Source: an optimization exercise on an open RTL-to-GDS flow (aim: small area, a short achievable clock period and few clock cycles). Production flows keep margins and buffers that such runs may drop. In this exercise RTL edits were held to simulation tests only and were not proved equivalent to the original. Power figures rest on the tool's default switching activity, not on a simulated workload.

job 4786:
Design IMC, start of the top module:
module IMC(
    clk,
    rst_n,
    IN_VALID,
    IN,
    OUT_VALID,
    OUT
    );
For scale: ~780 cells after synthesis.
clock: 33.0 ns
lec_check: 0
cap_margin: 20
core_margin: 2
core_utilization: 40
slew_margin: 20
standard.sh (not shown) runs the stock make flow with config.mk's settings and CLKGATE_MAP_FILE= SYNTH_SCRIPT=/design/flow/synth_recipe.tcl, a recipe that flattens the netlist after the stock synthesis.
==> flow/flow/run.sh <==
#!/bin/bash
# Layout flow: the standard synthesis, then the combinational logic between
# the (unchanged) flip-flops is mapped again by ABC for area; the rest is the
# standard ORFS layout, with the port buffers made of buf_2 cells.
set -euo pipefail
HERE=$(pwd)
F=$HERE/flow
LIB=$FLOW_HOME/platforms/sky130hd/lib/sky130_fd_sc_hd__tt_025C_1v80.lib
RES=$HERE/orfs/results/sky130hd/IMC/base
YOSYS=$FLOW_HOME/../tools/install/yosys/bin/yosys
[[ -x $YOSYS ]] || YOSYS=yosys

# 1. standard synthesis
bash standard.sh synth > synth.log 2>&1

# 2. re-map the combinational logic
cp $RES/1_2_yosys.v $HERE/standard_netlist.v
{
  echo "read_liberty -ignore_miss_func $LIB"
  echo "blackbox $(tr '\n' ' ' < $F/seq_cells.txt)"
  echo "read_verilog $HERE/standard_netlist.v"
  echo "hierarchy -top $FLOW_TOP"
  echo "flatten"
  echo "hierarchy -top $FLOW_TOP"
  echo "opt -purge"
  echo "abc -liberty $LIB -D 6000 -script $F/area.abc $(sed 's/^/-dont_use /' $F/dont_use.txt | tr '\n' ' ')"
  echo "opt_clean -purge"
  echo "hilomap -singleton -hicell sky130_fd_sc_hd__conb_1 HI -locell sky130_fd_sc_hd__conb_1 LO"
  echo "splitnets"
  echo "opt_clean -purge"
  echo "stat -liberty $LIB"
  echo "write_verilog -noattr -noexpr -nohex -nodec $HERE/resynth.v"
} > $HERE/resynth.ys
$YOSYS -s $HERE/resynth.ys > resynth.log 2>&1
cp $HERE/resynth.v $RES/1_2_yosys.v
rm -f $RES/1_synth.odb $RES/1_synth.sdc
touch $RES/1_2_yosys.v

# 3. the standard layout from the new netlist
bash standard.sh BUFFER_PORTS_ARGS="-buffer_cell sky130_fd_sc_hd__buf_2" finish > layout.log 2>&1
==> flow/flow/area.abc <==
strash
dc2
dch -f
amap
topo
buffer -c
upsize -c
dnsize -c
Other scripts of this flow, unchanged in this note and not shown: flow/flow/dont_use.txt, flow/flow/seq_cells.txt
Job 4786 went all the way through synthesis, placement and routing and the layout is clean on timing, DRC and antenna.
Testbench counts of job 4786, summed over its fixed seeds: cycles 118,728.
### job 4786 -> job 1298
--- a/flow/flow/run.sh
+++ b/flow/flow/run.sh
@@ -24,5 +24,5 @@
   echo "hierarchy -top $FLOW_TOP"
   echo "opt -purge"
-  echo "abc -liberty $LIB -D 6000 -script $F/area.abc $(sed 's/^/-dont_use /' $F/dont_use.txt | tr '\n' ' ')"
+  echo "abc -liberty $LIB -script $F/area.abc $(sed 's/^/-dont_use /' $F/dont_use.txt | tr '\n' ' ')"
   echo "opt_clean -purge"
   echo "hilomap -singleton -hicell sky130_fd_sc_hd__conb_1 HI -locell sky130_fd_sc_hd__conb_1 LO"
==> flow/flow/area.abc <==
strash
dc2
dch -f
amap
topo
buffer -c
upsize -D 4500
dnsize -D 4500
- Row detail-routed net length per standard cell: job 1298 higher / job 4786 lower
- Job 1298: area after synthesis 200 um^2 below job 4786
- Between job 4786 and job 1298, switching share of total power increased.
- Portion of the clock cycle consumed by the worst path in the final layout: job 1298 vs job 4786, no meaningful difference
- The achievable clock frequency was comparable across job 4786 and job 1298.
- On setup slack, job 4786 beats job 1298.
- Against job 4786, job 1298 reports a combinational cell fraction of total power that is higher.
- Summary of job 1298 over job 4786: max-slew headroom at the worst pin now sits higher; clock network fraction of total power saw a decrease.
The following lists how job 5537 was set up differently from job 1298:
--- a/flow/flow/area.abc
+++ b/flow/flow/area.abc
@@ -1,4 +1,6 @@
 strash
-dc2
+&get -n
+&deepsyn -J 50
+&put
 dch -f
 amap
--- outcome ---
- Looking at power density over cell area, job 5537 sits 41% lower than job 1298 does.
- The higher total wire length after detailed routing of job 1298 and job 5537 is in job 1298.
- Non-clock buffer instance count of the final layout: job 5537 vs job 1298 down 1
- Compared with job 1298, in job 5537 combinational cell fraction of total power went down, CTS clock-pin slew for the worst setup and hold paths shows an increase of 0.02 ns.

-- afterwards: timing with drivers on the ports --
Ports are ideal in the flow. The routed layouts listed here were re-timed in OpenROAD.
Step 1, drivers: a clkbuf_16 drives clk and a buf_2 each remaining input, both assumed.
Step 2, shift: input delay + t, output delay - t, t = (earliest + latest rising clock arrival at the registers) / 2. This alone moves slack from input paths to output paths.
Three values: no drivers, after step 1, after step 2; two values: the first two.
run	t, ns	setup WS [ns]	cell pins on the clock port's net
job 4786	0.322	25.671 / 25.635 / 25.617	1
job 1298	0.334	25.659 / 25.626 / 25.633	1
job 5537	0.330	25.658 / 25.624 / 25.764	1
After both steps every run listed still meets setup and hold. For job 4786, which loses most, drivers alone change the setup slack by -0.036 ns; drivers and shift together by -0.054 ns.
